What follows belongs to an exercise in optimizing a design on an open flow for small area; a production flow would make more cautious choices.
The RTL was checked by simulation tests, not by an equivalence proof against the original design.
Power figures rest on the tool's default switching activity, not on a simulated workload.

==> design/flow/design.v <==
module PWMConvert(GCK, Vsync, mode, rst, OUT, data, addr, en);
input            GCK;
input            Vsync;
input            mode;
input            rst;
input     [15:0] data;
output    [15:0] OUT;
output    [ 8:0] addr;
output           en;
reg       [15:0] OUT;
reg       [15:0] T;         
reg       [ 6:0] Q;         
reg       [ 1:0] lc;        
reg              pf;        
reg              pf_d;      
reg              p9_d;      
reg              xfer;      
reg              sh_r;      
reg              ld_r;      
reg       [ 4:0] bus_r;     
reg       [ 4:0] early [0:15];
reg       [ 4:0] cs    [0:15];
integer i;
wire       l1    = ~Vsync & (lc == 2'd0);
wire       pfrd  = l1 | pf;
wire [6:0] base  = l1 ? Q + 7'd1 : pf ? Q : Q - 7'd1;
always @(posedge GCK or posedge rst) begin
  if (rst) begin
    lc   <= 2'd3;
    Q    <= 7'd1;
    pf   <= 1'b1;
    pf_d <= 1'b0;
    xfer <= 1'b0;
    p9_d <= 1'b0;
  end
  else begin
    lc   <= Vsync ? 2'd0 : lc + 2'd1;
    if (l1) Q <= Q + 7'd1;
    pf   <= l1 | (pf & (T[3:0] != 4'd14));
    pf_d <= pfrd;
    xfer <= ~Vsync & (lc == 2'd1);
    p9_d <= base[5];
  end
end
always @(posedge GCK) begin
  if (rst)     T <= 16'hffff;
  else if (l1) T <= 16'd0;
  else         T <= T + 16'd1;
end
assign addr = {base[4:0], l1 ? 4'd15 : T[3:0]};
assign en   = mode ? base[6] : base[5];
wire [15:0] m    = mode ? {1'b0, data[15:1]} : data;
wire        cin  = mode & data[0] & ~p9_d;
wire [ 4:0] vl5  = {1'b0, m[3:0]} + {4'b0, cin};   
wire [11:0] mh   = m[15:4];
wire [11:0] Th   = T[15:4];
reg  [11:0] tp, tm;
integer b;
always @(*) begin
  tp[0] = 1'b1;
  tm[0] = 1'b1;
  for (b = 1; b < 12; b = b + 1) begin
    tp[b] = tp[b-1] &  Th[b-1];
    tm[b] = tm[b-1] & ~Th[b-1];
  end
end
wire [11:0] x   = mh ^ Th;
wire        eqA = (x == 12'd0);    
wire        eqP = (x == tp);       
wire        eqM = (x == tm);       
wire        hi0 = vl5[4] ? eqM : eqA;    
wire        hi1 = vl5[4] ? eqA : eqP;    
wire        lge = (vl5[3:0] >= T[3:0]);
wire arm      = (hi0 & lge) | (hi1 & ~lge);       
wire early_ok = hi0 | (hi1 & ~lge);               
wire [4:0] v5 = {m[4] ^ vl5[4], vl5[3:0]};
wire [4:0] k  = pf_d ? v5 : v5 - T[4:0];
reg  [4:0] lfsr_pre;
always @(*) begin
  case (k)
      5'd0: lfsr_pre = 5'h00;
      5'd1: lfsr_pre = 5'h0f;
      5'd2: lfsr_pre = 5'h08;
      5'd3: lfsr_pre = 5'h1b;
      5'd4: lfsr_pre = 5'h02;
      5'd5: lfsr_pre = 5'h0e;
      5'd6: lfsr_pre = 5'h18;
      5'd7: lfsr_pre = 5'h13;
      5'd8: lfsr_pre = 5'h16;
      5'd9: lfsr_pre = 5'h04;
      5'd10: lfsr_pre = 5'h0d;
      5'd11: lfsr_pre = 5'h09;
      5'd12: lfsr_pre = 5'h0b;
      5'd13: lfsr_pre = 5'h0a;
      5'd14: lfsr_pre = 5'h1a;
      5'd15: lfsr_pre = 5'h12;
      5'd16: lfsr_pre = 5'h06;
      5'd17: lfsr_pre = 5'h0c;
      5'd18: lfsr_pre = 5'h19;
      5'd19: lfsr_pre = 5'h03;
      5'd20: lfsr_pre = 5'h1e;
      5'd21: lfsr_pre = 5'h10;
      5'd22: lfsr_pre = 5'h07;
      5'd23: lfsr_pre = 5'h1c;
      5'd24: lfsr_pre = 5'h11;
      5'd25: lfsr_pre = 5'h17;
      5'd26: lfsr_pre = 5'h14;
      5'd27: lfsr_pre = 5'h05;
      5'd28: lfsr_pre = 5'h1d;
      5'd29: lfsr_pre = 5'h01;
      5'd30: lfsr_pre = 5'h1f;
      default: lfsr_pre = 5'h00;
  endcase
end
always @(posedge GCK) begin
  sh_r  <= pf_d;
  ld_r  <= ~pf_d & arm;
  bus_r <= (pf_d & ~early_ok) ? 5'h15 : lfsr_pre;
end
always @(posedge GCK) begin
  if (sh_r) begin
    early[15] <= ~bus_r;
    for (i = 0; i < 15; i = i + 1) early[i] <= early[i + 1];
  end
  for (i = 0; i < 16; i = i + 1) begin
    if (xfer)
      cs[i] <= ~early[(i + 1) & 15];
    else if (ld_r && T[3:0] == ((i + 2) & 15))
      cs[i] <= bus_r;
    else
      cs[i] <= {~cs[i][3:0], ~(cs[i][4] ^ cs[i][2])};
  end
end
always @(posedge GCK or posedge rst) begin
  if (rst) OUT <= 16'b0;
  else begin
    for (i = 0; i < 16; i = i + 1) begin
      if (xfer)               OUT[i] <= 1'b1;
      else if (cs[i] == 5'd0) OUT[i] <= 1'b0;
    end
  end
end
endmodule
==> design/flow/run.sh <==
#!/bin/bash
# synth_recipe.tcl (not shown) runs the flow's synth.tcl, then flattens the netlist and writes it again
# the make line also repeats each setting of config.mk as NAME=value (left out here)
make -C /OpenROAD-flow-scripts/flow DESIGN_CONFIG=/design/flow/config.mk WORK_HOME=/design/flow/orfs CLKGATE_MAP_FILE= SYNTH_SCRIPT=/design/flow/synth_recipe.tcl finish
==> design/flow/config.mk <==
export PLATFORM = sky130hd
export DESIGN_NAME = PWMConvert
export DESIGN_NICKNAME = PWMConvert
export VERILOG_FILES = /design/flow/design.v
export SDC_FILE = /design/flow/constraint.sdc
export NUM_CORES = 4
export LEC_CHECK = 0
export CAP_MARGIN = 20
export CORE_MARGIN = 2
export CORE_UTILIZATION = 40
export CTS_BUF_LIST = sky130_fd_sc_hd__clkbuf_4 sky130_fd_sc_hd__clkbuf_8
export CTS_CLUSTER_SIZE = 30
export SLEW_MARGIN = 20
==> design/flow/constraint.sdc <==
create_clock -name core_clock -period 4.0 [get_ports {GCK}]
set_input_delay 0.8000 -clock core_clock [delete_from_list [all_inputs] [get_ports {GCK}]]
set_output_delay 0.8000 -clock core_clock [all_outputs]
set_load 0.01 [all_outputs]
==> out/metrics.yaml, run 1 <==
p_comb_share_pct: 25.2
post_cts_resize_count: 0
avgSynthCellArea_um2: 9.81
cp_cell_sequence: "clkdlybuf4s50_1, mux2_2, ha_1, ha_1, ha_1, nor2b_1, o21ai_0, nor3b_1, o31a_2, mux2_1, nor3_1, o32ai_2"
die-area_mm2: 0.0262
dieHeight_um: 162
critical-path-slowest-cell: "clkdlybuf4s50_1"
worstSetupPathType: "input port to flop"
vias_per_cell: 5.23
grt_pass1_wl_um: 37500
antennaDiodeCount: 0
cts_tree: "done"
yosys-top-cells-area: "edfxtp_1, dfxtp_1, a21oi_1"
vdd_ir_drop_max_v: 0.000299
cts_buffers: 38
worst_pin_slew_ps: 964
die_x_um: 162
io_buffers: 45
ys_ff_latch: 212
syn_to_final_growth_pct: 17.8
grt_pass1_vias: 7145
syn_nets: 1057
fin_util_pct: 48.1
ys_seq_area_share_pct: 52.2
drtPass1Iterations: 5
hpwl_um: 15300
status: "no timing/DRC/antenna violations"
fin_crit_sh_pct: 96.3
clock-root-buffer: "clkbuf_8"
io_pins: 46
max_freq_mhz: 260
async_flop_share_pct: 13.7
dpl_cell_area_mm2: 0.0108
grt_max_degree: 100
leakage_nw: 4.54
cts_hold_buf: 0
dr.first_iter.drc_count: 477
crit_top_cell: "ha_1"
gp_congestion: 0.907
hold_viol_final: 0
drv_cap: 0
synth_edf_count: 80
row_count: 57
worstSetupStartpointType: "input port"
worst_slack_ps: 149
maxSlewViolCount: 0
cp_max_fo: 6
antenna_found_initial: 0
grt.overflow.total: 0
synth.top_cell.area_share_pct: 24.1
whs_ps: 420
cpPeakStageDelay_ps: 610
final_area_mm2: 0.0117
wl_per_cell_um: 16.3
routed_wl_um: 23200
core_mm2: 0.0244
clkPwrFrac_pct: 26.7
end_kind: "flop"
synth_cells: 1014
power_switching_share_pct: 32.2
vias: 7472
synth_top_cell_by_area: "edfxtp_1"
instances_no_fill: 1428
clk_latency_ps: 530
initial_core_util_pct: 40.8
rsz0062_at_grt: "false"
maxSlewHeadroom_pct: 35.7
drive_above_1_share_pct: 11.9
clock_skew_ps: 32.8
ant_nets: 0
cts_sinks: 212
p_per_area_mw_per_mm2: 706
cts.htree.levels: 2
setup_violations: 0
grtUsageTotal_pct: 17.8
yosys_warnings: 3
dpl_worst_slack_ps: -382
dp_cells: 1357
synth-main-ff-cell: "dfxtp_1"
finalNetCount: 1117
hold_path_class: "flop to flop"
synth.distinct_cells: 77
switchingPower_w: 0.00266
power_frac_seq_pct: 48.1
p_int_w: 0.00561
mappedNetlistArea_mm2: 0.00995
worstPathRequired_ps: 4410
cts.reportedPaths.clkPinSlew_ps: 60
cts_setup_buffers: 0
drc: 0
critPathArrivalTime_ps: 4260
cts.path.max_buffers: 3
post-route-min-period_ps: 3850
==> stage by stage <==
stage                     power [W]  setup TNS, ps
after global routing        0.00882              0
after global placement      0.00604          -1030
after floorplan             0.00528              0
final                       0.00827              0
after CTS                   0.00833              0
after detailed placement    0.00608          -1280
==> per-layer routing <==
| metal | vias to the layer above | wire length (µm) | part of all wire, % | global-route usage [%] |
|---|---|---|---|---|
| met5 | - | 0 | 0 | 0 |
| met4 | 0 | 397 | 1.7 | 4.95 |
| met3 | 30 | 1020 | 4.4 | 2.96 |
| met2 | 164 | 10800 | 46 | 29.3 |
| met1 | 3539 | 11000 | 47 | 24.4 |
| li1 | 3739 | - | - | - |
==> power groups by stage <==
stage               sequential, W  combinational [W]  clock, W
floorplan                 0.00372            0.00157         0
global placement          0.00404            0.00200         0
detailed placement        0.00405            0.00202         0
CTS                       0.00403            0.00204   0.00226
global route              0.00410            0.00236   0.00236
finish                    0.00398            0.00208   0.00221
==> state kept, by name, summed over array words and instances, names as in the netlist <==
name / cells
OUT: 16
Q: 7
T: 16
bus_r: 5
cs: 80
early: 80
lc: 2
ld_r: 1
p9_d: 1
pf: 1
pf_d: 1
sh_r: 1
xfer: 1
==> Yosys cell counts, drive strengths merged, types with 26 or more instances <==
library cell and n:
nor2 168, a21oi 135, dfxtp 103, edfxtp 80, nand2 47, clkbuf 44
o21ai 40, a211oi 38, xor2 34, xnor2 32, inv 27, nand3 26
==> cell families (layout without fill, tap and decap cells) <==
family	count (synthesis)	after routing	share of synthesized area (%)
AO/OA/AOI/OAI	261	261	15.9
XOR/XNOR	66	66	5.96
adder cells (fa/ha/maj)	23	23	2.97
buffers and inverters	91	181	3.90
flip-flops	212	212	52.2
multiplexers	26	26	3.17
AND/OR/NAND/NOR	335	335	15.9
==> critical path: cells and delay by family <==
family                     cells  cell delay (ps)
AOI/OAI and AO/OA              3              570
muxes                          2              720
buffers and inverters          1              610
and+or+nand+nor                3              770
adders and majority gates      3              780
==> worst paths after layout <==
check | start | end | slack [ps] | cells after the start
worst max-delay path | mode | bus_r[4] | 150 | 12
worst min-delay path | early[0][2] | cs[15][2] | 420 | 1
worst max register to register | p9_d | bus_r[4] | 1050 | 11
worst min register to register | early[0][2] | cs[15][2] | 420 | 1
max in group asynchronous | rst | OUT[9] | 2570 | 3
min in group asynchronous | rst | OUT[11] | 770 | 2
==> area by class of cell <==
type	instances	area (µm²)
Sequential cell	212	5200
Clock buffer	49	624
Fill cell	2301	12700
Timing Repair Buffer	84	776
Inverter	27	101
Multi-Input combinational cell	711	4400
Tap cell	324	405
Clock inverter	21	209
==> cells in the final DEF, fill, tap and decap left out, types with 4 or more instances in the layout <==
cell type        count
nor2_1             168
nand4_1              5
nor3b_1              4
nor2b_1              9
a21oi_1            135
or4_1               16
a211oi_1            38
clkbuf_8            41
clkbuf_4             8
dfxtp_1            102
bufinv_16            4
o21ai_0             37
nand2b_1            19
ha_1                22
nor3_1              14
xor2_1              34
nand3_1             26
xnor2_1             30
mux2i_1             13
o211ai_1             7
dfstp_2              4
inv_1               26
mux2_4               4
edfxtp_1            80
nand2_1             47
clkdlybuf4s50_1     45
clkinv_2             4
clkinvlp_4           4
clkinv_1             8
buf_4               37
dfrtp_1             24
==> run 2, diff against run 1 <==
--- a/design/flow/config.mk
+++ b/design/flow/config.mk
@@ -8,6 +8,4 @@
 export CAP_MARGIN = 20
 export CORE_MARGIN = 2
 export CORE_UTILIZATION = 40
-export CTS_BUF_LIST = sky130_fd_sc_hd__clkbuf_4 sky130_fd_sc_hd__clkbuf_8
-export CTS_CLUSTER_SIZE = 30
 export SLEW_MARGIN = 20
==> run 2 against run 1 <==
- power fell by 0.83%
- first-iteration DRC count fell by 5.0%
- synthesized area did not move
- clock power fell by 3%
- setup slack got worse by 12 ps
- critical endpoint is now en
- highest routed layer unchanged
==> out/metrics.yaml, run 2 <==
worstPathRequired_ps: 3200
syn_to_final_growth_pct: 17.2
async_flop_share_pct: 13.7
clock-root-buffer: "clkbuf_16"
drv_cap: 0
cpPeakStageDelay_ps: 540
cts_tree: "done"
power_switching_share_pct: 32.0
p_per_area_mw_per_mm2: 703
vdd_ir_drop_max_v: 0.000304
hold_viol_final: 0
power_w: 0.00820
final_common_cell: "nor2_1"
maxSlewViolCount: 0
dr.first_iter.drc_count: 453
ys_ff_latch: 212
dieHeight_um: 162
row_count: 57
initial_core_util_pct: 40.8
io_buffers: 45
cp_max_fo: 3
avgSynthCellArea_um2: 9.81
finalNetCount: 1103
grt_pass1_vias: 7051
io_pins: 46
worstSetupPathType: "flop to output pin"
synth_cells: 1014
vias: 7384
holdPathEnd: "cs[15][2]"
dpl_cell_area_mm2: 0.0108
worst_slack_ps: 136
core_mm2: 0.0244
die_x_um: 162
critical-path-slowest-cell: "dfstp_2"
routed_wl_um: 22900
final_area_mm2: 0.0117
status: "no timing/DRC/antenna violations"
gp_congestion: 0.907
min_path_cells: 1
antennaDiodeCount: 0
drive_above_1_share_pct: 9.74
crit_top_cell: "inv_1"
crit_family: "buffers and inverters"
synth_most_common_cell: "nor2_1"
cts.reportedPaths.clkPinSlew_ps: 60
worst_pin_slew_ps: 964
die-area_mm2: 0.0262
drc: 0
synth_top_cell_by_area: "edfxtp_1"
yosys_warnings: 3
synth.top_cell.area_share_pct: 24.1
reg_top3: "cs (80), early (80)"
p_comb_share_pct: 25.4
cts_buffers: 24
maxSlewHeadroom_pct: 35.7
cts.htree.levels: 1
antenna_found_initial: 0
synth_common_cells: "nor2_1, a21oi_1, dfxtp_1"
r2r_start: "p9_d"
max_freq_mhz: 259
ant_nets: 0
mappedNetlistArea_mm2: 0.00995
vias_per_cell: 5.27
grt.overflow.total: 0
cts_sinks: 212
worstSetupStartpointType: "flop"
cp_cell_sequence: "inv_1, ha_1, nor2b_1, nor2_1, inv_1, nor4b_2, buf_4, a21oi_1, xnor2_1, mux2_2, clkdlybuf4s50_1"
p_int_w: 0.00558
critPathArrivalTime_ps: 3060
worstHoldStart: "early[0][2]"
grtUsageTotal_pct: 17.7
hpwl_um: 15300
dpl_worst_slack_ps: -382
final_cell_mix: "nor2_1, a21oi_1, dfxtp_1"
grt_max_degree: 100
switchingPower_w: 0.00262
reg2reg_depth: 11
setup_violations: 0
cp_num_buf_inv: 4
cts.path.max_buffers: 3
fin_crit_sh_pct: 96.6
grt_pass1_wl_um: 37300
synth-main-ff-cell: "dfxtp_1"
clkPwrFrac_pct: 26.1
power_frac_seq_pct: 48.5
drtPass1Iterations: 5
r2r_end: "bus_r[4]"
clock_skew_ps: 21.1
yosys-top-cells-area: "edfxtp_1, dfxtp_1, a21oi_1"
post-route-min-period_ps: 3860
clk_latency_ps: 520
fillers: 2307
wl_per_cell_um: 16.3
syn_nets: 1057
synth_edf_count: 80
ys_seq_area_share_pct: 52.2
reg2reg_slack_ps: 1170
hold_path_class: "flop to flop"
synth.distinct_cells: 77
leakage_nw: 4.50
end_kind: "output pin"
==> run 2: cell count changes in the layout (fill, tap and decap cells not counted), moves of 2 or more <==
cell	previous run	this run
bufinv_16	4	2
clkbuf_4	8	0
clkbuf_1	0	7
clkbuf_8	41	1
clkbuf_16	0	24
clkinv_1	8	2
clkinvlp_4	4	1
==> run 2: timing repair <==
| action | 4_1_cts | 5_1_grt |
|---|---|---|
| buffers inserted | 0 | 0 |
| gates resized for setup | 0 | 3 |
| hold buffers | 0 | 0 |
| endpoints found under the setup margin | 0 | 2 |
==> run 2: worst reg2reg max path: cells and delay by family (launching register included) <==
| kind | cells | cell delay [ps] |
|---|---|---|
| and+or+nand+nor | 3 | 610 |
| DFF | 1 | 350 |
| adders and majority gates | 3 | 700 |
| AOI/OAI and AO/OA | 5 | 1080 |
==> run 2: metal layers <==
layer / vias up / part of all wire, % / global-route usage (%)
li1: 3715 / - / -
met1: 3504 / 47 / 24.6
met2: 138 / 47 / 29.1
met3: 27 / 3.8 / 2.66
met4: 0 / 1.7 / 4.38
met5: - / 0 / 0
==> run 2: metrics by stage <==
| stage | utilization, % | hold WS (ps) | setup TNS (ps) | cells |
|---|---|---|---|---|
| finish | 47.8 | 423 | 0 | 1402 |
| global route | 47.8 | 430 | -9.69 | 1402 |
| CTS | 47.6 | 423 | 0 | 1401 |
| detailed placement | 44.5 | 415 | -1280 | 1357 |
| global placement | 44.5 | 410 | -1030 | 1357 |
| floorplan | - | 345 | 0 | 1014 |
==> run 2: worst max path at each step <==
stage               start        to  slack [ps]  depth (start not counted)
floorplan            mode  bus_r[4]           6                         14
global placement     mode  bus_r[4]        -300                         12
detailed placement   mode  bus_r[4]        -380                         12
CTS                 lc[0]        en          50                         11
global route        lc[0]        en         -10                         11
finish              lc[0]        en         140                         11
==> run 2: power by group through the flow <==
stage	clock network (W)	logic, W	registers (W)
final	0.00214	0.00208	0.00398
after global routing	0.00228	0.00236	0.00410
after CTS	0.00219	0.00204	0.00402
after global placement	0	0.00200	0.00404
after floorplan	0	0.00157	0.00372
after detailed placement	0	0.00202	0.00405
==> run 2: final cells by class <==
cell class | count | area, µm² | share of cell area [%]
Clock buffer | 32 | 641 | 5.49
Sequential cell | 212 | 5200 | 44.6
Inverter | 27 | 101 | 0.869
Timing Repair Buffer | 84 | 776 | 6.65
Tap cell | 324 | 405 | 3.48
Clock inverter | 12 | 129 | 1.11
Multi-Input combinational cell | 711 | 4410 | 37.8
==> run 2: logic make-up (layout without fill, tap and decap cells) <==
logic type                 count (synthesis)  count (layout)  synth area share [%]
xor gates and xnor gates                  66              66                  5.96
buffers and inverters                     91             155                  3.90
DFF                                      212             212                  52.2
muxes                                     26              26                  3.17
and+or+nand+nor                          335             335                  15.9
adders and majority gates                 23              23                  2.97
AOI/OAI and AO/OA                        261             261                  15.9
==> run 3, diff against run 2 <==
--- a/design/flow/config.mk
+++ b/design/flow/config.mk
@@ -8,4 +8,5 @@
 export CAP_MARGIN = 20
 export CORE_MARGIN = 2
 export CORE_UTILIZATION = 40
+export GPL_TIMING_DRIVEN = 0
 export SLEW_MARGIN = 20
==> run 3 against run 2 <==
- design area up 0.49%
- final cell count up 1.9%
- core utilization grew 0.24 points
- still clean on timing, DRC and antenna
- wire length up 7.6%
- critical path depth fell by 1
==> out/metrics.yaml, run 3 <==
cts_buffers: 24
busiest_layer: "met2"
clk_latency_ps: 510
synth_common_cells: "nor2_1, a21oi_1, dfxtp_1"
grt_util_met3_pct: 2.37
initial_core_util_pct: 40.8
critical-path-slowest-cell: "clkdlybuf4s50_1"
clock_skew_ps: 7.01
hpwl_um: 17000
row_count: 57
cts.path.max_buffers: 3
vias_per_cell: 5.28
antenna_found_initial: 0
finalNetCount: 1130
drv_cap: 0
cp_num_buf_inv: 5
post-route-min-period_ps: 3780
mappedNetlistArea_mm2: 0.00995
rsz0062_at_grt: "false"
reg2reg_slack_ps: 1030
synth.top_cell.area_share_pct: 24.1
end_kind: "output pin"
ant_nets: 0
ys_ff_latch: 212
reg_top3: "cs (80), early (80)"
synth-main-ff-cell: "dfxtp_1"
synth_top_cell_by_area: "edfxtp_1"
grt_max_degree: 55
dieHeight_um: 162
syn_nets: 1057
power_frac_seq_pct: 46.7
cts.htree.levels: 1
crit_top_cell: "clkdlybuf4s50_1"
drive_above_1_share_pct: 8.42
leakage_nw: 4.49
die-area_mm2: 0.0262
instances_no_fill: 1429
worstPathRequired_ps: 3200
maxSlewViolCount: 0
worstSetupPathType: "input port to output pin"
dpl_worst_slack_ps: -1070
ys_seq_area_share_pct: 52.2
power_switching_share_pct: 32.1
cp_cell_sequence: "clkdlybuf4s50_1, nor2b_1, clkbuf_4, nor2_2, inv_2, nor4b_4, nor2_1, xnor2_1, buf_4, clkdlybuf4s50_1"
clkPwrFrac_pct: 25.6
status: "no timing/DRC/antenna violations"
io_buffers: 44
core_mm2: 0.0244
dp_cells: 1383
drc: 0
fillers: 2289
p_per_area_mw_per_mm2: 702
hold_viol_final: 0
p_int_w: 0.00559
gp_congestion: 0.879
grt_pass1_wl_um: 39300
setup_violations: 0
switchingPower_w: 0.00264
antennaDiodeCount: 0
grt_pass1_vias: 7404
wl_per_cell_um: 17.2
hold_path_class: "flop to flop"
clock-root-buffer: "clkbuf_16"
vdd_ir_drop_max_v: 0.000340
critPathArrivalTime_ps: 2980
yosys_warnings: 3
grtUsageTotal_pct: 18.8
synth_most_common_cell: "nor2_1"
yosys-top-cells-area: "edfxtp_1, dfxtp_1, a21oi_1"
drtPass1Iterations: 5
synth_cells: 1014
vias: 7549
fin_crit_sh_pct: 94.4
final_cell_mix: "nor2_1, a21oi_1, dfxtp_1"
p_comb_share_pct: 27.7
cpPeakStageDelay_ps: 550
met1_usage_pct: 26.5
power_w: 0.00823
worstSetupStartpointType: "input port"
crit_family: "buffers and inverters"
max_freq_mhz: 265
whs_ps: 422
cp_max_fo: 10
synth_edf_count: 80
cts.reportedPaths.clkPinSlew_ps: 60
cts_sinks: 212
synth.distinct_cells: 77
dr.first_iter.drc_count: 419
syn_to_final_growth_pct: 17.8
routed_wl_um: 24600
final_common_cell: "nor2_1"
avgSynthCellArea_um2: 9.81
worst_slack_ps: 223
grt.overflow.total: 0
worst_pin_slew_ps: 987
maxSlewHeadroom_pct: 33.7
die_x_um: 162
met2_usage_pct: 30.6
async_flop_share_pct: 13.7
cts_tree: "done"
io_pins: 46
fin_util_pct: 48.0
run 3: final timing paths:
| kind | startpoint | to | cells past startpoint |
|---|---|---|---|
| max | Vsync | addr[8] | 10 |
| min | pf_d | sh_r | 0 |
| max reg2reg | p9_d | bus_r[4] | 11 |
| min reg2reg | pf_d | sh_r | 0 |
| max in group asynchronous | rst | OUT[4] | 3 |
| min in group asynchronous | rst | OUT[0] | 3 |
run 3: worst register-to-register path, cell delays in order (launching register included):
cell	delay [ps]
dfrtp_1	360
nor2_1	110
ha_1	170
ha_1	250
ha_1	290
nor2b_1	140
o21ai_0	210
a21boi_1	160
o31a_2	400
or3_1	380
o2111a_1	150
o32ai_2	260
run 3: cells by family after synthesis:
group | count (synthesis) | share of synthesized area (%)
mux | 26 | 3.17
simple gates | 335 | 15.9
xor+xnor | 66 | 5.96
compound gates | 261 | 15.9
flops | 212 | 52.2
fa+ha+maj | 23 | 2.97
buf+inv | 91 | 3.90
run 3: stage by stage:
stage	setup TNS (ps)	area [µm²]
after floorplan	0	9970
after global placement	-6250	10800
after detailed placement	-6390	10900
after CTS	0	11700
after global routing	0	11700
final	0	11700
run 3: timing repair:
item | in CTS | in global routing
hold buffers | 0 | 0
pin swaps | 4 | 1
setup endpoints to repair | 9 | 8
setup buffers | 3 | 0
gates resized for setup | 14 | 4
cloned | 0 | 1
run 3: cell type report:
| cell class | count | area (µm²) | area share (%) |
|---|---|---|---|
| Clock buffer | 38 | 734 | 6.27 |
| Inverter | 27 | 101 | 0.865 |
| Buffer | 62 | 284 | 2.42 |
| Sequential cell | 212 | 5200 | 44.4 |
| Timing Repair Buffer | 49 | 517 | 4.41 |
| Clock inverter | 6 | 35.0 | 0.299 |
| Tap cell | 324 | 405 | 3.46 |
| Multi-Input combinational cell | 711 | 4440 | 37.9 |
run 3: metal layers:
layer  share of wire (%)  up-vias  routed length, µm
li1                    -     3743                  -
met1                  48     3614              11700
met2                  46      150              11300
met3                 3.8       42                936
met4                 2.4        0                588
met5                   0        -                  0
run 3: power by group through the flow:
stage | combinational (W) | clock, W | sequential [W]
after floorplan | 0.00157 | 0 | 0.00372
after global placement | 0.00215 | 0 | 0.00392
after detailed placement | 0.00224 | 0 | 0.00386
after CTS | 0.00228 | 0.00216 | 0.00384
after global routing | 0.00257 | 0.00223 | 0.00395
final | 0.00228 | 0.00211 | 0.00384
==> run 4, diff against run 3 <==
--- a/design/flow/config.mk
+++ b/design/flow/config.mk
@@ -8,5 +8,7 @@
 export CAP_MARGIN = 20
 export CORE_MARGIN = 2
 export CORE_UTILIZATION = 40
-export GPL_TIMING_DRIVEN = 0
+export CTS_BUF_LIST = sky130_fd_sc_hd__clkbuf_16
+export CTS_CLUSTER_DIAMETER = 60
+export CTS_CLUSTER_SIZE = 30
 export SLEW_MARGIN = 20
==> run 4 against run 3 <==
- setup slack worse by 71 ps
- power shrank 1.9%
- final cell count is 2.6% lower
- core utilization down 0.60 points
- worst hold slack got worse by 4.1 ps
- register-to-register slack improved by 70 ps
- maximum frequency is 1.8% lower
- clock power is 5% lower
- sequential power is 3% higher
- clock-buffer cell count down 19
- combinational power shrank 8%
- sequential share of layout area is 0.59 points higher
- largest cell class unchanged
==> out/metrics.yaml, run 4 <==
cts.htree.levels: 1
r2r_start: "p9_d"
hold_path_class: "flop to flop"
worstHoldStart: "early[0][1]"
r2r_end: "bus_r[0]"
yosys-top-cells-area: "edfxtp_1, dfxtp_1, a21oi_1"
crit_top_cell: "inv_1"
leakage_nw: 4.47
worstPathRequired_ps: 3200
cp_cell_sequence: "inv_1, ha_1, nor2b_1, nor2_1, inv_1, nor4b_2, buf_4, a21oi_1, xnor2_1, mux2_2, clkdlybuf4s50_1"
avgSynthCellArea_um2: 9.81
synth_cells: 1014
antenna_found_initial: 0
worstSetupPathType: "flop to output pin"
synth.top_cell.area_share_pct: 24.1
cts_sinks: 212
reg_top3: "cs (80), early (80)"
cts.reportedPaths.clkPinSlew_ps: 80
cts_setup_buffers: 0
fin_crit_sh_pct: 96.2
maxSlewHeadroom_pct: 35.4
core_mm2: 0.0244
gp_congestion: 0.907
synth_most_common_cell: "nor2_1"
vdd_ir_drop_max_v: 0.000277
synth.distinct_cells: 77
io_pins: 46
hold_viol_final: 0
cts_buffers: 19
routed_wl_um: 23000
post-route-min-period_ps: 3850
min_path_cells: 1
end_kind: "output pin"
p_per_area_mw_per_mm2: 698
grt_max_degree: 100
clk_latency_ps: 510
setup_violations: 0
cpPeakStageDelay_ps: 550
vias: 7335
grt_pass1_wl_um: 36900
holdPathEnd: "cs[15][1]"
syn_nets: 1057
syn_to_final_growth_pct: 16.3
final_common_cell: "nor2_1"
critical-path-slowest-cell: "dfstp_2"
dp_cells: 1357
ys_seq_area_share_pct: 52.2
vias_per_cell: 5.27
drv_cap: 0
power_w: 0.00807
reg2reg_depth: 11
hpwl_um: 15300
row_count: 57
synth_common_cells: "nor2_1, a21oi_1, dfxtp_1"
instances_no_fill: 1392
critPathArrivalTime_ps: 3050
drc: 0
ys_ff_latch: 212
clock-root-buffer: "clkbuf_16"
drtPass1Iterations: 4
cts_tree: "done"
cts.path.max_buffers: 3
worstSetupStartpointType: "flop"
dr.first_iter.drc_count: 472
io_buffers: 45
synth_edf_count: 80
ant_nets: 0
clock_skew_ps: 12.4
maxSlewViolCount: 0
reg2reg_slack_ps: 1100
cp_max_fo: 3
initial_core_util_pct: 40.8
grt_pass1_vias: 6962
dieHeight_um: 162
finalNetCount: 1098
status: "no timing/DRC/antenna violations"
seq_area_mm2: 0.00520
worst_pin_slew_ps: 969
fillers: 2294
die-area_mm2: 0.0262
yosys_warnings: 3
grt.overflow.total: 0
async_flop_share_pct: 13.7
mappedNetlistArea_mm2: 0.00995
synth_top_cell_by_area: "edfxtp_1"
max_freq_mhz: 260
antennaDiodeCount: 0
drive_above_1_share_pct: 9.74
grtUsageTotal_pct: 17.5
wl_per_cell_um: 16.5
multi_input_area_mm2: 0.00441
die_x_um: 162
final_cell_mix: "nor2_1, a21oi_1, dfxtp_1"
synth-main-ff-cell: "dfxtp_1"
-- run 4: kinds of logic (layout without fill, tap and decap cells) --
family                   Yosys count  count (layout)  synth area share (%)
buffers and inverters             91             145                  3.90
XOR/XNOR                          66              66                  5.96
AND/OR/NAND/NOR                  335             335                  15.9
adder cells (fa/ha/maj)           23              23                  2.97
flip-flops                       212             212                  52.2
multiplexers                      26              26                  3.17
AO/OA/AOI/OAI                    261             261                  15.9
-- run 4: how the worst max path moves through the flow --
| stage | from | to | slack, ps | cells after the start |
|---|---|---|---|---|
| 6_report | lc[0] | en | 150 | 11 |
| 3_3_place_gp | mode | bus_r[4] | -300 | 12 |
| 5_1_grt | lc[0] | en | -7 | 11 |
| 3_5_place_dp | mode | bus_r[4] | -380 | 12 |
| 2_1_floorplan | mode | bus_r[4] | 6 | 14 |
| 4_1_cts | lc[0] | en | 60 | 11 |
-- run 4: layout make-up --
class / count / area share, %
flip-flops and latches: 212 / 45.0
well taps: 324 / 3.50
repair buffers: 84 / 6.70
inverters: 27 / 0.876
multi-input cells: 711 / 38.1
clock buffers: 19 / 4.11
clock inverters: 15 / 1.78
-- run 4: critical path, delay by kind of cell (launching register included) --
family                   cells  cell delay (ps)
AND/OR/NAND/NOR              3              560
adder cells (fa/ha/maj)      1              190
XOR/XNOR                     1              120
buffers and inverters        4              800
AO/OA/AOI/OAI                1               70
flip-flops                   1              550
multiplexers                 1              260
-- run 4: report_power, final --
group	total, W	switching, W	internal (W)	leakage [nW]
registers	0.00397	0.000712	0.00326	1.98
clock network	0.00201	0.000979	0.00103	0.339
logic	0.00209	0.00104	0.00105	2.15
-- run 4: per-layer routing --
| metal | track usage (%) | share of wire, % | up-vias |
|---|---|---|---|
| li1 | - | - | 3689 |
| met1 | 24.4 | 47 | 3474 |
| met2 | 28.9 | 47 | 148 |
| met3 | 2.60 | 3.9 | 24 |
| met4 | 4.02 | 1.7 | 0 |
| met5 | 0 | 0 | - |
-- run 4: what timing repair did --
action                                  CTS  global route
endpoints found under the setup margin    0             2
resized for setup                         0             3
hold endpoints to repair                  0             0
hold buffers                              0             0
-- run 4: stage by stage --
step	setup WS (ps)	util (%)	instance area [µm²]	setup TNS [ps]	hold slack, ps
global route	-6.73	47.5	11600	-9.46	422
CTS	57.3	47.3	11500	0	418
floorplan	5.97	-	9970	0	345
detailed placement	-382	44.5	10800	-1280	415
finish	152	47.5	11600	0	418
global placement	-297	44.5	10800	-1030	410
==> run 5, diff against run 4 <==
--- a/design/flow/config.mk
+++ b/design/flow/config.mk
@@ -8,7 +8,7 @@
 export CAP_MARGIN = 20
 export CORE_MARGIN = 2
 export CORE_UTILIZATION = 40
-export CTS_BUF_LIST = sky130_fd_sc_hd__clkbuf_16
-export CTS_CLUSTER_DIAMETER = 60
-export CTS_CLUSTER_SIZE = 30
+export CTS_BUF_LIST = sky130_fd_sc_hd__clkbuf_8
+export CTS_CLUSTER_DIAMETER = 50
+export CTS_CLUSTER_SIZE = 20
 export SLEW_MARGIN = 20
==> run 5 against run 4 <==
- still clean
- sequential share of layout area up 0.41 points
- setup slack got worse by 3.8 ps
- flip-flop and latch count did not move
- worst hold slack worse by 1.5 ps
- combinational power hardly changed
- global-route usage is essentially flat
- synthesized cell count stayed put
- via count up 1.0%
- first-iteration DRC count down 11%
- clock power fell by 16%
- non-clock buffer count did not move
- wire length shrank 0.71%
- largest power group unchanged
==> out/metrics.yaml, run 5 <==
status: "no timing/DRC/antenna violations"
dp_cells: 1357
antennaDiodeCount: 0
cts.path.max_buffers: 3
max_freq_mhz: 260
grtUsageTotal_pct: 17.5
yosys-top-cells-area: "edfxtp_1, dfxtp_1, a21oi_1"
io_buffers: 45
synth_compound_area_share_pct: 15.9
cts.htree.levels: 1
grt_pass1_wl_um: 37000
cp_max_fo: 6
synth_cells: 1014
grt_pass1_vias: 7005
grt_max_degree: 100
synth_top_cell_by_area: "edfxtp_1"
die-area_mm2: 0.0262
setup_violations: 0
p_int_w: 0.00506
fillers: 2306
rsz0062_at_grt: "false"
async_flop_share_pct: 13.7
power_w: 0.00774
synth.top_cell.area_share_pct: 24.1
drive_above_1_share_pct: 10.5
vias_per_cell: 5.28
antenna_found_initial: 0
drv_cap: 0
initial_core_util_pct: 40.8
row_count: 57
maxSlewHeadroom_pct: 35.9
drc: 0
routed_wl_um: 22800
synth.distinct_cells: 77
leakage_nw: 4.44
clkPwrFrac_pct: 21.8
cts_hold_buf: 0
drtPass1Iterations: 5
die_x_um: 162
mappedNetlistArea_mm2: 0.00995
finalNetCount: 1104
hpwl_um: 15300
fin_util_pct: 47.0
clock_skew_ps: 25.5
syn_nets: 1057
post_cts_resize_count: 0
cts_sinks: 212
ant_nets: 0
vdd_ir_drop_max_v: 0.000244
p_comb_share_pct: 26.9
avgSynthCellArea_um2: 9.81
io_pins: 46
synth_most_common_cell: "nor2_1"
synth-main-ff-cell: "dfxtp_1"
wl_per_cell_um: 16.2
fin_crit_sh_pct: 96.3
p_per_area_mw_per_mm2: 675
critPathArrivalTime_ps: 4280
synth_mux_area_share_pct: 3.17
syn_to_final_growth_pct: 15.3
end_kind: "flop"
vias: 7408
cts_buffers: 25
cts_setup_buffers: 0
synth_top_family_by_area: "simple AND/OR/NAND/NOR gates"
clock-root-buffer: "clkbuf_8"
cts_tree: "done"
instances_no_fill: 1403
hold_viol_final: 0
worst_pin_slew_ps: 960
grt.overflow.total: 0
synth_xor_area_share_pct: 5.96
ys_ff_latch: 212
final_common_cell: "nor2_1"
cts.reportedPaths.clkPinSlew_ps: 100
yosys_warnings: 3
clk_latency_ps: 560
hold_path_class: "flop to flop"
worstSetupPathType: "input port to flop"
gp_congestion: 0.907
power_switching_share_pct: 34.6
synth-simple-area-share_pct: 15.9
dpl_cell_area_mm2: 0.0108
final_area_mm2: 0.0115
power_frac_seq_pct: 51.3
dieHeight_um: 162
worstSetupStartpointType: "input port"
reg_top3: "cs (80), early (80)"
synth_common_cells: "nor2_1, a21oi_1, dfxtp_1"
dr.first_iter.drc_count: 418
core_mm2: 0.0244
final_cell_mix: "nor2_1, a21oi_1, dfxtp_1"
post-route-min-period_ps: 3850
maxSlewViolCount: 0
worstPathRequired_ps: 4430
ys_seq_area_share_pct: 52.2
switchingPower_w: 0.00268
synthAdderAreaFrac_pct: 2.97
synth_edf_count: 80
## run 5: cell count changes in the layout (fill, tap and decap cells not counted), moves of 2 or more
cell,previous run,this run
inv_6,3,5
inv_16,4,0
clkinv_8,0,4
clkinv_4,1,4
inv_8,5,2
clkbuf_8,0,26
clkbuf_16,19,0
## run 5: worst max-delay path, cell delays in order
cell	delay, ps
clkdlybuf4s50_1	620
mux2_2	370
ha_1	190
ha_1	300
ha_1	290
nor2b_1	130
o21ai_0	200
nor3b_1	440
o31a_2	260
mux2_1	360
nor3_1	210
o32ai_2	130
## run 5: power by group through the flow
stage	Clock (W)	Combinational, W	Sequential, W
floorplan	0	0.00157	0.00372
global placement	0	0.00200	0.00404
detailed placement	0	0.00202	0.00405
CTS	0.00173	0.00204	0.00402
global route	0.00182	0.00236	0.00409
finish	0.00169	0.00208	0.00397
## run 5: path summary, 6_finish.rpt
| kind | start | endpoint | slack (ps) | cells after the start |
|---|---|---|---|---|
| worst max-delay path | mode | bus_r[4] | 150 | 12 |
| worst min-delay path | early[0][1] | cs[15][1] | 420 | 1 |
| worst max register to register | p9_d | bus_r[4] | 990 | 11 |
| worst min register to register | early[0][1] | cs[15][1] | 420 | 1 |
| max in group asynchronous | rst | OUT[3] | 2630 | 3 |
| min in group asynchronous | rst | OUT[12] | 710 | 2 |
## run 5: layer usage
layer | global-route usage [%] | share of wire, %
met2 | 28.7 | 47
met5 | 0 | 0
met1 | 24.5 | 48
met3 | 2.53 | 4.2
met4 | 4.18 | 1.4
## run 5: cell type report
cell class              instances  area, µm²  area share, %
clock inverters                19        221           1.93
multi-input cells             711       4400           38.4
clock buffers                  26        358           3.12
inverters                      27        101          0.884
flip-flops and latches        212       5200           45.4
repair buffers                 84        778           6.79
well taps                     324        405           3.53
## run 5: metrics by stage
stage               setup slack [ps]  TNS [ps]  hold slack, ps
detailed placement              -382     -1280             415
CTS                             6.97         0             419
global placement                -297     -1030             410
finish                           148         0             417
floorplan                       5.97         0             345
global route                    26.5         0             421
## run 5: cell families (layout without fill, tap and decap cells)
group,count (synthesis),count (layout)
AOI/OAI and AO/OA,261,261
xor gates and xnor gates,66,66
adders and majority gates,23,23
buffers and inverters,91,156
DFF,212,212
muxes,26,26
and+or+nand+nor,335,335
==> run 6, diff against run 5 <==
==> design/flow/flow/run.sh (new file) <==
#!/bin/bash
# The standard layout (standard.sh, unchanged synthesis and steps) with two knobs:
# port buffers use the smallest buffer cell, and CTS inserts no dummy loads.
set -euo pipefail
export BUFFER_PORTS_ARGS="-buffer_cell sky130_fd_sc_hd__buf_1"
export CTS_ARGS="-sink_clustering_enable -repair_clock_nets -sink_clustering_size 20 -sink_clustering_max_diameter 50 -buf_list sky130_fd_sc_hd__clkbuf_8 -dont_use_dummy_load"
bash standard.sh > standard.log 2>&1
==> design/flow/standard.sh (new file) <==
#!/bin/bash
# synth_recipe.tcl (not shown) runs the flow's synth.tcl, then flattens the netlist and writes it again
# the make line also repeats each setting of config.mk as NAME=value (left out here)
make -C /OpenROAD-flow-scripts/flow DESIGN_CONFIG=/design/flow/config.mk WORK_HOME=/design/flow/orfs CLKGATE_MAP_FILE= SYNTH_SCRIPT=/design/flow/synth_recipe.tcl "${@:-finish}"
removed: design/flow/run.sh
==> run 6 against run 5 <==
- still clean on timing, DRC and antenna
- worst hold slack got worse by 73 ps
- maximum frequency rose by 6.4%
- sequential share of layout area up 3.2 points
- synthesized cell count unchanged
- global-route usage down 0.16 points
- synthesized area did not move
- clock skew up 51 ps
- final cell count is 3.3% lower
- core utilization decreased by 3.1 points
- non-clock buffer count is 26 lower
- first-iteration DRC count increased by 0.96%
- sequential power about the same
- critical path type unchanged
- largest power group unchanged
==> out/metrics.yaml, run 6 <==
status: "no timing/DRC/antenna violations"
synth.distinct_cells: 77
grt_pass1_vias: 6921
switchingPower_w: 0.00241
worstPathRequired_ps: 4390
final_common_cell: "nor2_1"
final_area_mm2: 0.0107
async_flop_share_pct: 13.7
setup_violations: 0
finalNetCount: 1077
clkPwrFrac_pct: 17.4
cp_max_fo: 11
row_count: 57
power_frac_seq_pct: 56.5
ys_seq_area_share_pct: 52.2
cpPeakStageDelay_ps: 660
avgSynthCellArea_um2: 9.81
dieHeight_um: 162
synth_most_common_cell: "nor2_1"
cts_hold_buf: 0
worstSetupPathType: "input port to flop"
io_pins: 46
maxSlewHeadroom_pct: 35.2
grtUsageTotal_pct: 17.3
p_int_w: 0.00463
gp_congestion: 0.846
vias: 7185
synth_top_cell_by_area: "edfxtp_1"
p_per_area_mw_per_mm2: 658
dp_cells: 1331
antennaDiodeCount: 0
ant_nets: 0
p_comb_share_pct: 26.1
cts.htree.levels: 1
dr.first_iter.drc_count: 422
cts_tree: "done"
io_buffers: 45
drv_cap: 0
post-route-min-period_ps: 3620
dpl_worst_slack_ps: -95.7
hold_path_class: "input port to async pin"
yosys-top-cells-area: "edfxtp_1, dfxtp_1, a21oi_1"
cts_setup_buffers: 0
synth.top_cell.area_share_pct: 24.1
power_switching_share_pct: 34.2
drc: 0
leakage_nw: 4.03
fin_crit_sh_pct: 90.5
clk_latency_ps: 560
hold_viol_final: 0
grt_max_degree: 151
vdd_ir_drop_max_v: 0.000199
cts_buffers: 24
core_mm2: 0.0244
instances_no_fill: 1356
worst_pin_slew_ps: 970
worstSetupStartpointType: "input port"
die-area_mm2: 0.0262
final_cell_mix: "nor2_1, a21oi_1, dfxtp_1"
rsz0062_at_grt: "false"
critPathArrivalTime_ps: 4010
ys_ff_latch: 212
cts_sinks: 212
critical-path-slowest-cell: "xnor2_1"
hpwl_um: 15000
yosys_warnings: 3
initial_core_util_pct: 40.8
cts.reportedPaths.clkPinSlew_ps: 100
wl_per_cell_um: 16.7
grt.overflow.total: 0
clock-root-buffer: "clkbuf_8"
syn_to_final_growth_pct: 7.59
synth-main-ff-cell: "dfxtp_1"
max_freq_mhz: 276
die_x_um: 162
synth_cells: 1014
drtPass1Iterations: 5
synth_common_cells: "nor2_1, a21oi_1, dfxtp_1"
dpl_cell_area_mm2: 0.0104
end_kind: "flop"
synth_edf_count: 80
drive_above_1_share_pct: 6.40
worst_slack_ps: 381
fin_util_pct: 43.9
mappedNetlistArea_mm2: 0.00995
cp_cell_sequence: "clkbuf_2, buf_4, mux2_2, ha_1, xnor2_1, ha_1, nor2b_1, o21ai_1, a31oi_1, xnor2_1, o2111a_1, o32ai_2"
routed_wl_um: 22600
maxSlewViolCount: 0
clock_skew_ps: 76.9
grt_pass1_wl_um: 36600
vias_per_cell: 5.30
power_w: 0.00704
post_cts_resize_count: 0
cts.path.max_buffers: 3
antenna_found_initial: 0
syn_nets: 1057
reg_top3: "cs (80), early (80)"
run 6: cell counts after synthesis:
No cell type changed its count.
run 6: metal layers:
layer	GRT usage, %	routed length [µm]	up-vias
met4	4.42	410	0
met3	2.43	871	35
met5	0	0	-
li1	-	-	3613
met1	24.5	11100	3409
met2	28.1	10300	128
run 6: final cells by class:
class	instances	area, µm²
fillers	2381	13700
flip-flops and latches	212	5200
multi-input cells	711	4390
well taps	324	405
clock buffers	24	330
repair buffers	58	278
inverters	27	101
run 6: final timing paths:
kind | end | slack (ps) | depth (start not counted) | start
max in group asynchronous | lc[0] | 2800 | 3 | rst
max reg2reg | bus_r[4] | 830 | 11 | p9_d
min reg2reg | cs[15][0] | 390 | 1 | early[0][0]
min | OUT[4] | 340 | 2 | rst
max | bus_r[4] | 380 | 12 | mode
min in group core_clock | cs[15][0] | 390 | 1 | early[0][0]
run 6: cells by family after synthesis:
family                   count (synthesis)  synth area share (%)
multiplexers                            26                  3.17
AO/OA/AOI/OAI                          261                  15.9
buffers and inverters                   91                  3.90
AND/OR/NAND/NOR                        335                  15.9
XOR/XNOR                                66                  5.96
flip-flops                             212                  52.2
adder cells (fa/ha/maj)                 23                  2.97
run 6: stage by stage:
stage | TNS [ps] | hold WS (ps)
4_1_cts | 0 | 344
3_3_place_gp | -22.0 | 409
6_report | 0 | 344
3_5_place_dp | -243 | 416
2_1_floorplan | 0 | 345
5_1_grt | 0 | 372
run 6: critical path, delay by kind of cell:
family / cells / cell delay, ps
muxes: 1 / 360
adders and majority gates: 2 / 570
AOI/OAI and AO/OA: 4 / 780
buffers and inverters: 2 / 370
xor gates and xnor gates: 2 / 970
and+or+nand+nor: 1 / 160
run 6: power groups by stage:
stage / registers (W) / clock network (W) / logic, W
final: 0.00398 / 0.00123 / 0.00184
after global routing: 0.00411 / 0.00135 / 0.00212
after CTS: 0.00399 / 0.00127 / 0.00185
after detailed placement: 0.00403 / 0 / 0.00184
after global placement: 0.00402 / 0 / 0.00182
after floorplan: 0.00372 / 0 / 0.00157
==> run 7, diff against run 6 <==
==> design/flow/flow/run.sh (replaced) <==
#!/bin/bash
# The standard layout (standard.sh) with these changes:
# - synthesis runs ORFS's own scripts, copied here, with an area-only ABC
#   script (flow/abc_area.script, selected by ABC_AREA=1) and without the
#   adder-extraction step (ADDER_MAP_FILE empty); registers are unchanged;
# - port buffers use the smallest buffer cell;
# - CTS inserts no dummy loads.
set -euo pipefail
rm -rf myscripts
cp -r "$FLOW_HOME/scripts" myscripts
cp flow/abc_area.script myscripts/abc_area.script
bash standard.sh SCRIPTS_DIR="$PWD/myscripts" ABC_AREA=1 ADDER_MAP_FILE= synth > synth.log 2>&1
export BUFFER_PORTS_ARGS="-buffer_cell sky130_fd_sc_hd__buf_1"
export CTS_ARGS="-sink_clustering_enable -repair_clock_nets -sink_clustering_size 10 -sink_clustering_max_diameter 40 -buf_list sky130_fd_sc_hd__clkbuf_4 -dont_use_dummy_load"
bash standard.sh > layout.log 2>&1
==> design/flow/flow/abc_area.script (new file) <==
strash
&get -n
&dch -f
&nf -R 1000
&put
topo
==> run 7 against run 6 <==
- still clean on timing, DRC and antenna
- core utilization rose by 0.57 points
- clock power fell by 19%
- first-iteration DRC count rose by 5.0%
- sequential share of layout area rose by 4.9 points
- worst hold slack got worse by 280 ps
- synthesized cell count fell by 12%
- critical path depth fell by 3
==> out/metrics.yaml, run 7 <==
status: "no timing/DRC/antenna violations"
hold_viol_final: 0
gp_congestion: 0.881
wl_per_cell_um: 16.0
final_common_cell: "nor2_1"
synth_common_cells: "nor2_1, a21oi_1, dfxtp_1"
worstPathRequired_ps: 3200
p_int_w: 0.00427
synthAdderAreaFrac_pct: 0
fin_tns_setup_ps: 0
avgSynthCellArea_um2: 9.96
worstSetupPathType: "flop to output pin"
syn_nets: 917
cpPeakStageDelay_ps: 440
ys_seq_area_share_pct: 58.2
dp_cells: 1227
cts_tree: "done"
synth_top_cell_by_area: "edfxtp_1"
clock-root-buffer: "clkbuf_4"
finalNetCount: 999
power_frac_seq_pct: 60.4
row_count: 54
post_cts_resize_count: 0
synth-simple-area-share_pct: 16.8
worstSetupStartpointType: "flop"
end_kind: "output pin"
die_x_um: 153
grtUsageTotal_pct: 17.0
drive_above_1_share_pct: 4.91
cts_hold_buf: 0
fin_util_pct: 44.5
maxSlewViolCount: 0
syn_to_final_growth_pct: 8.95
grt_pass1_wl_um: 32900
initial_core_util_pct: 40.8
leakage_nw: 3.57
synth.top_cell.area_share_pct: 26.9
async_flop_share_pct: 13.7
hpwl_um: 13500
clkPwrFrac_pct: 15.6
post-route-min-period_ps: 3460
grt_pass1_vias: 6442
reg2reg_depth: 13
reg_top3: "cs (80), early (80)"
setup_violations: 0
synth.distinct_cells: 44
reg2reg_slack_ps: 890
synth_top_family_by_area: "compound AO/OA/AOI/OAI gates"
synth_mux_area_share_pct: 1.46
power_switching_share_pct: 33.4
p_comb_share_pct: 23.9
startpoint: "Q[1]"
drc: 0
synth_edf_count: 80
vias: 6709
yosys_warnings: 3
dr.first_iter.drc_count: 443
worst_pin_slew_ps: 1060
die-area_mm2: 0.0235
cts.path.max_buffers: 3
cts_buffers: 30
grt_max_degree: 103
io_pins: 46
synth_xor_area_share_pct: 5.49
clk_latency_ps: 690
switchingPower_w: 0.00214
cts_setup_buffers: 0
instances_no_fill: 1259
core_mm2: 0.0219
cp_max_fo: 6
maxSlewHeadroom_pct: 28.8
grt.overflow.total: 0
fin_crit_sh_pct: 86.6
vdd_ir_drop_max_v: 0.000312
synth_cells: 897
cp_cell_sequence: "or2_0, nor3_1, nand2b_1, nor3_1, nor2_1, o21ai_0, nand2b_1, nand2_1, buf_1"
r2r_end: "bus_r[2]"
p_per_area_mw_per_mm2: 658
mappedNetlistArea_mm2: 0.00893
final_area_mm2: 0.00973
rsz0062_at_grt: "false"
max_freq_mhz: 289
synth_compound_area_share_pct: 17.3
antenna_found_initial: 1
cts.reportedPaths.clkPinSlew_ps: 100
vias_per_cell: 5.33
hold_path_class: "input port to async pin"
final_cell_mix: "nor2_1, a21oi_1, dfxtp_1"
critPathArrivalTime_ps: 2660
routed_wl_um: 20100
ant_nets: 0
cts_sinks: 212
dpl_cell_area_mm2: 0.00950
dieHeight_um: 153
yosys-top-cells-area: "edfxtp_1, dfxtp_1, a21oi_1"
drv_cap: 0
clock_skew_ps: 117
synth-main-ff-cell: "dfxtp_1"
ys_ff_latch: 212
drtPass1Iterations: 4
critical-path-slowest-cell: "dfrtp_1"
cts.htree.levels: 1
r2r_start: "p9_d"
io_buffers: 45
synth_most_common_cell: "nor2_1"
## run 7: worst max-delay path by stage
| stage | end | slack [ps] | cells past startpoint |
|---|---|---|---|
| 5_1_grt | en | 210 | 9 |
| 4_1_cts | en | 440 | 9 |
| 3_5_place_dp | bus_r[4] | 410 | 14 |
| 2_1_floorplan | bus_r[2] | 540 | 13 |
| 6_report | en | 540 | 9 |
| 3_3_place_gp | bus_r[0] | 470 | 14 |
## run 7: kinds of logic (layout without fill, tap and decap cells)
| kind of cell | Yosys count | in the layout |
|---|---|---|
| buffers and inverters | 15 | 95 |
| flip-flops | 212 | 212 |
| other | 0 | 2 |
| AO/OA/AOI/OAI | 272 | 272 |
| AND/OR/NAND/NOR | 329 | 329 |
| XOR/XNOR | 56 | 56 |
| multiplexers | 13 | 13 |
## run 7: final cells by class
cell class,count,area (µm²)
antenna,2,5.00
clock buffer,30,225
fill,2156,12200
inverter,10,37.5
multi-input combinational,670,3670
sequential,212,5200
tap,280,350
timing repair buffer,55,244
## run 7: per-layer routing
layer / track usage [%] / up-vias / part of all wire, % / routed length [µm]
met4: 4.06 / 0 / 1.9 / 379
li1: - / 3412 / - / -
met3: 2.61 / 31 / 3.4 / 687
met1: 23.3 / 3153 / 49 / 9770
met5: 0 / - / 0 / 0
met2: 28.4 / 113 / 46 / 9250
## run 7: power groups by stage
stage / logic [W] / clock network, W / registers (W)
3_5_place_dp: 0.00153 / 0 / 0.00392
4_1_cts: 0.00155 / 0.00105 / 0.00388
5_1_grt: 0.00176 / 0.00113 / 0.00400
2_1_floorplan: 0.00120 / 0 / 0.00373
6_report: 0.00153 / 0.00100 / 0.00387
3_3_place_gp: 0.00152 / 0 / 0.00391
## run 7: critical path, delay by kind of cell, from the launching register on
family                 cells  cell delay (ps)
and+or+nand+nor            7             1190
DFF                        1              440
AOI/OAI and AO/OA          1              220
buffers and inverters      1              140
## run 7: stage by stage
stage	total power, W	worst slack [ps]	hold slack [ps]
floorplan	0.00494	540	405
global placement	0.00543	467	423
detailed placement	0.00546	407	422
CTS	0.00647	436	21.1
global route	0.00690	209	62.1
finish	0.00641	538	60.9
==> run 8, diff against run 7 <==
==> design/flow/flow/abc_area.script (replaced) <==
strash
dc2
&get -n
&dch -f
&nf -a -R 1000
&put
topo
==> run 8 against run 7 <==
- clock-buffer cell count shrank 2
- critical path type unchanged
- power is 0.30% higher
- clock skew shrank 34 ps
- maximum frequency shrank 2.1%
- largest power group unchanged
- synthesized area fell by 0.95%
==> out/metrics.yaml, run 8 <==
fin_util_pct: 44.5
synth_edf_count: 80
ys_seq_area_share_pct: 58.7
synth_most_common_cell: "nor2_1"
drive_above_1_share_pct: 5.40
reg2reg_depth: 14
crit_family: "simple AND/OR/NAND/NOR gates"
vias: 6651
synth-main-ff-cell: "dfxtp_1"
p_int_w: 0.00427
synthAdderAreaFrac_pct: 0.113
synth-simple-area-share_pct: 14.5
post_cts_resize_count: 0
critical-path-slowest-cell: "or4_1"
io_buffers: 45
end_kind: "output pin"
yosys_warnings: 3
grt_pass1_vias: 6387
dp_cells: 1177
clock_skew_ps: 83.1
critPathArrivalTime_ps: 2740
synth_top_family_by_area: "compound AO/OA/AOI/OAI gates"
cts_tree: "done"
fin_crit_sh_pct: 88.4
async_flop_share_pct: 13.7
power_switching_share_pct: 33.5
synth_mux_area_share_pct: 1.48
rsz0062_at_grt: "false"
cts_sinks: 212
leakage_nw: 3.46
worstSetupStartpointType: "flop"
power_frac_seq_pct: 60.1
syn_to_final_growth_pct: 9.49
r2r_start: "T[6]"
maxSlewViolCount: 0
cpPeakStageDelay_ps: 650
setup_violations: 0
r2r_end: "bus_r[0]"
drv_cap: 0
io_pins: 46
final_cell_mix: "nor2_1, a21oi_1, dfxtp_1"
clk_latency_ps: 660
cts.htree.levels: 1
p_comb_share_pct: 24.7
worstPathRequired_ps: 3200
clock-root-buffer: "clkbuf_4"
synth_xor_area_share_pct: 5.35
drc: 0
vias_per_cell: 5.51
synth.top_cell.area_share_pct: 27.1
dieHeight_um: 153
avgSynthCellArea_um2: 10.5
cts_hold_buf: 0
wl_per_cell_um: 16.6
ys_ff_latch: 212
clkPwrFrac_pct: 15.2
reg2reg_slack_ps: 620
finalNetCount: 948
routed_wl_um: 20000
drtPass1Iterations: 5
reg_top3: "cs (80), early (80)"
switchingPower_w: 0.00215
grt_pass1_wl_um: 32700
p_per_area_mw_per_mm2: 663
cp_cell_sequence: "or4_1, nor4_1, o21ai_0, a21oi_1, o21ai_0, a21bo_1, buf_1"
core_mm2: 0.0218
synth_common_cells: "nor2_1, a21oi_1, dfxtp_1"
synth_compound_area_share_pct: 18.9
dr.first_iter.drc_count: 467
worst_pin_slew_ps: 1030
hold_viol_final: 0
maxSlewHeadroom_pct: 31.5
worstSetupPathType: "flop to output pin"
row_count: 54
cp_num_buf_inv: 1
grt.overflow.total: 0
status: "no timing/DRC/antenna violations"
die_x_um: 153
synth.distinct_cells: 46
initial_core_util_pct: 40.7
grt_max_degree: 99
instances_no_fill: 1207
hold_path_class: "input port to async pin"
vdd_ir_drop_max_v: 0.000297
cp_max_fo: 5
cts.path.max_buffers: 3
hpwl_um: 13300
synth_top_cell_by_area: "edfxtp_1"
cts_setup_buffers: 0
fin_tns_setup_ps: 0
mappedNetlistArea_mm2: 0.00885
antenna_found_initial: 1
syn_nets: 866
post-route-min-period_ps: 3540
final_common_cell: "nor2_1"
ant_nets: 0
cts.reportedPaths.clkPinSlew_ps: 110
synth_cells: 846
grtUsageTotal_pct: 16.9
crit_top_cell: "o21ai_0"
max_freq_mhz: 283
cts_buffers: 28
gp_congestion: 0.876
yosys-top-cells-area: "edfxtp_1, dfxtp_1, dfrtp_1"
die-area_mm2: 0.0233
## run 8: cell type report
type	instances	area, µm²
inverter	12	45.0
clock buffer	28	210
antenna	1	2.50
tap	280	350
timing repair buffer	57	292
sequential	212	5200
fill	2124	12100
multi-input combinational	617	3590
## run 8: how the worst max path moves through the flow
stage / from / end / slack, ps / cells past startpoint
2_1_floorplan: mode / bus_r[4] / 780 / 14
3_3_place_gp: mode / bus_r[0] / 510 / 14
3_5_place_dp: mode / bus_r[3] / 440 / 13
4_1_cts: Q[2] / en / 390 / 7
5_1_grt: Q[2] / en / 210 / 7
6_report: Q[2] / en / 460 / 7
## run 8: kinds of logic after synthesis
kind of cell             count (synthesis)
buffers and inverters                   17
AO/OA/AOI/OAI                          274
adder cells (fa/ha/maj)                  1
XOR/XNOR                                54
AND/OR/NAND/NOR                        275
multiplexers                            13
flip-flops                             212
## run 8: power by group through the flow
stage	sequential [W]	combinational, W	clock, W
floorplan	0.00375	0.00122	0
global placement	0.00395	0.00152	0
detailed placement	0.00396	0.00154	0
CTS	0.00392	0.00155	0.00102
global route	0.00399	0.00184	0.00109
finish	0.00386	0.00159	0.000978
## run 8: metrics by stage
stage / hold slack [ps] / cell area, µm² / power, W / setup slack (ps)
final: 221 / 9690 / 0.00642 / 462
after global routing: 244 / 9690 / 0.00693 / 207
after CTS: 209 / 9650 / 0.00649 / 393
after detailed placement: 422 / 9440 / 0.00550 / 440
after global placement: 411 / 9440 / 0.00547 / 507
after floorplan: 405 / 8850 / 0.00497 / 779
## run 8: worst reg2reg max path, delay by kind of cell (launching register included)
kind	cells	cell delay, ps
simple gates	10	1750
compound gates	4	980
flops	1	540
## run 8: routing by layer
metal / global-route usage (%) / part of all wire, %
met5: 0 / 0
met4: 4.37 / 2.4
met3: 3.24 / 4.9
met2: 27.4 / 45
met1: 23.4 / 48
==> run 9, diff against run 8 <==
==> design/flow/flow/abc_area.script (replaced) <==
strash
&get -n
&fraig -x
&put
scorr
dc2
strash
&get -n
&dch -f
&nf -R 1000
&put
topo
==> run 9 against run 8 <==
- worst hold slack worse by 3.0 ps
- synthesized cell count up 0.24%
- sequential share of layout area about the same
- still clean on timing, DRC and antenna
- clock power about the same
- global-route usage shrank 0.18 points
==> out/metrics.yaml, run 9 <==
drtPass1Iterations: 4
die_x_um: 153
yosys-top-cells-area: "edfxtp_1, dfxtp_1, dfrtp_1"
maxSlewViolCount: 0
reg_top3: "cs (80), early (80)"
async_flop_share_pct: 13.7
end_kind: "output pin"
routed_wl_um: 19900
syn_to_final_growth_pct: 9.48
power_w: 0.00659
synth_cells: 848
hold_path_class: "input port to async pin"
cts.htree.levels: 1
status: "no timing/DRC/antenna violations"
synth_edf_count: 80
yosys_warnings: 3
syn_nets: 868
synth.distinct_cells: 42
initial_core_util_pct: 40.7
cts_buffers: 30
vias_per_cell: 5.48
worstPathRequired_ps: 3200
rsz0062_at_grt: "false"
fin_crit_sh_pct: 86.2
die-area_mm2: 0.0233
io_buffers: 45
synth_mux_area_share_pct: 1.48
worst_pin_slew_ps: 1100
antennaDiodeCount: 0
grt.overflow.total: 0
worstSetupPathType: "flop to output pin"
setup_violations: 0
clock-root-buffer: "clkbuf_4"
hold_viol_final: 0
ys_seq_area_share_pct: 58.7
grt_max_degree: 110
cts.reportedPaths.clkPinSlew_ps: 110
final_common_cell: "nor2_1"
post-route-min-period_ps: 3450
cts_hold_buf: 0
ant_nets: 0
ys_ff_latch: 212
avgSynthCellArea_um2: 10.4
synth.top_cell.area_share_pct: 27.1
maxSlewHeadroom_pct: 26.8
grt_pass1_vias: 6217
mappedNetlistArea_mm2: 0.00885
drv_cap: 0
synth_top_family_by_area: "compound AO/OA/AOI/OAI gates"
antenna_found_initial: 0
synth_xor_area_share_pct: 5.54
dieHeight_um: 153
cts.path.max_buffers: 3
vias: 6625
dr.first_iter.drc_count: 412
cts_sinks: 212
leakage_nw: 3.44
synth-main-ff-cell: "dfxtp_1"
max_freq_mhz: 290
worstSetupStartpointType: "flop"
synth_most_common_cell: "nor2_1"
synth_compound_area_share_pct: 19.0
reg2reg_depth: 12
vdd_ir_drop_max_v: 0.000312
drc: 0
fillers: 2098
drive_above_1_share_pct: 5.38
synth-simple-area-share_pct: 14.0
gp_congestion: 0.883
cp_max_fo: 7
p_per_area_mw_per_mm2: 680
core_mm2: 0.0218
synth_common_cells: "nor2_1, a21oi_1, dfxtp_1"
io_pins: 46
fin_tns_setup_ps: 0
post_cts_resize_count: 0
hpwl_um: 12900
grt_pass1_wl_um: 32300
cts_tree: "done"
critPathArrivalTime_ps: 2650
final_cell_mix: "nor2_1, a21oi_1, dfxtp_1"
synth_top_cell_by_area: "edfxtp_1"
synthAdderAreaFrac_pct: 0.226
wl_per_cell_um: 16.4
row_count: 54
clock_skew_ps: 100
finalNetCount: 952
cts_setup_buffers: 0
grtUsageTotal_pct: 16.7
clk_latency_ps: 680
-- run 9: cell types whose count changed in the layout (fill, tap and decap cells not counted), moves of 3 or more --
cell	change
o21ai_0	+4
nor3_1	+3
nand2_1	-7
a221oi_1	-3
nand4_1	+3
nand3_1	+4
nand2b_1	-3
clkinv_1	+4
-- run 9: worst paths after layout --
kind | to | startpoint | slack, ps
hold reg to reg | cs[13][1] | early[14][1] | 420
setup reg to reg | bus_r[4] | p9_d | 780
min in group core_clock | lc[0] | Vsync | 410
setup / recovery | en | Q[1] | 550
max in group asynchronous | lc[1] | rst | 2930
hold / removal | OUT[3] | rst | 220
-- run 9: area by class of cell --
class | instances | area (µm²) | share of cell area [%]
Multi-Input combinational cell | 615 | 3570 | 36.8
Sequential cell | 212 | 5200 | 53.7
Tap cell | 280 | 350 | 3.61
Timing Repair Buffer | 57 | 289 | 2.98
Clock buffer | 30 | 225 | 2.32
Inverter | 16 | 60.1 | 0.620
-- run 9: critical path, stage by stage, from the launching register on --
cell     delay (ps)
dfrtp_1         480
or4_1           610
nor3_1          270
xor2_1          110
a21o_1          210
o22a_1          200
buf_1           130
-- run 9: metal layers --
layer / up-vias / share of wire (%) / routed length (µm) / global-route usage (%)
li1: 3323 / - / - / -
met1: 3144 / 48 / 9440 / 23.0
met2: 123 / 47 / 9300 / 28.0
met3: 35 / 4.1 / 805 / 2.76
met4: 0 / 1.6 / 320 / 3.48
met5: - / 0 / 0 / 0
-- run 9: cell families (layout without fill, tap and decap cells) --
kind of cell,after synthesis,in the layout
flip-flops,212,212
AO/OA/AOI/OAI,276,276
buffers and inverters,21,103
multiplexers,13,13
adder cells (fa/ha/maj),2,2
AND/OR/NAND/NOR,268,268
XOR/XNOR,56,56
-- run 9: through the flow --
| stage | cell area (µm²) | hold slack (ps) | utilization, % | setup slack, ps | std cells |
|---|---|---|---|---|---|
| 2_1_floorplan | 8850 | 405 | - | 394 | 848 |
| 3_3_place_gp | 9440 | 407 | 43.4 | 210 | 1178 |
| 3_5_place_dp | 9440 | 416 | 43.4 | 158 | 1178 |
| 4_1_cts | 9660 | 174 | 44.4 | 481 | 1208 |
| 5_1_grt | 9690 | 208 | 44.6 | 342 | 1210 |
| 6_report | 9690 | 218 | 44.6 | 551 | 1210 |
-- run 9: report_power, final --
group	internal (W)	switching, W
Clock	0.000341	0.000665
Combinational	0.000750	0.000868
Sequential	0.00327	0.000695
Total	0.00436	0.00223

-- afterwards: timing with drivers on the ports --
In the flow no input, the clock included, has a driving cell. The finished layouts below were timed again as built, in two steps. Step 1: set_driving_cell puts a clkbuf_16 on GCK and a buf_2 on each other input, an assumption about the parent block. Step 2, shift: input delay + t, output delay - t, t = (earliest + latest rising clock arrival at the registers) / 2. This alone moves slack from input paths to output paths. Slacks: ideal ports / drivers / drivers and shift; pairs: ideal ports / drivers.
| run | t, ns | setup slack, ns | worst setup path at the end | worst slew at a driven data input, ns |
|---|---|---|---|---|
| run 1 | 0.554 | 0.149 / 0.117 / -0.391 | input to register | 0.05 |
| run 2 | 0.565 | 0.136 / 0.085 / -0.264 | input to register | 0.04 |
| run 3 | 0.554 | 0.223 / 0.185 / -0.262 | input to register | 0.04 |
| run 4 | 0.548 | 0.152 / 0.106 / -0.339 | input to register | 0.04 |
| run 5 | 0.587 | 0.148 / 0.164 / -0.423 | input to register | 0.05 |
| run 6 | 0.564 | 0.381 / 0.351 / -0.166 | input to register | 0.04 |
| run 7 | 0.668 | 0.538 / 0.500 / 0.299 | input to register | 0.04 |
| run 8 | 0.658 | 0.462 / 0.426 / 0.444 | input to register | 0.03 |
| run 9 | 0.666 | 0.551 / 0.517 / 0.179 | input to register | 0.04 |
Met with ideal ports but missed after step 2: setup timing in 6 of these runs. For run 5, which loses most, drivers alone change the setup slack by +0.016 ns; drivers and shift together by -0.571 ns.
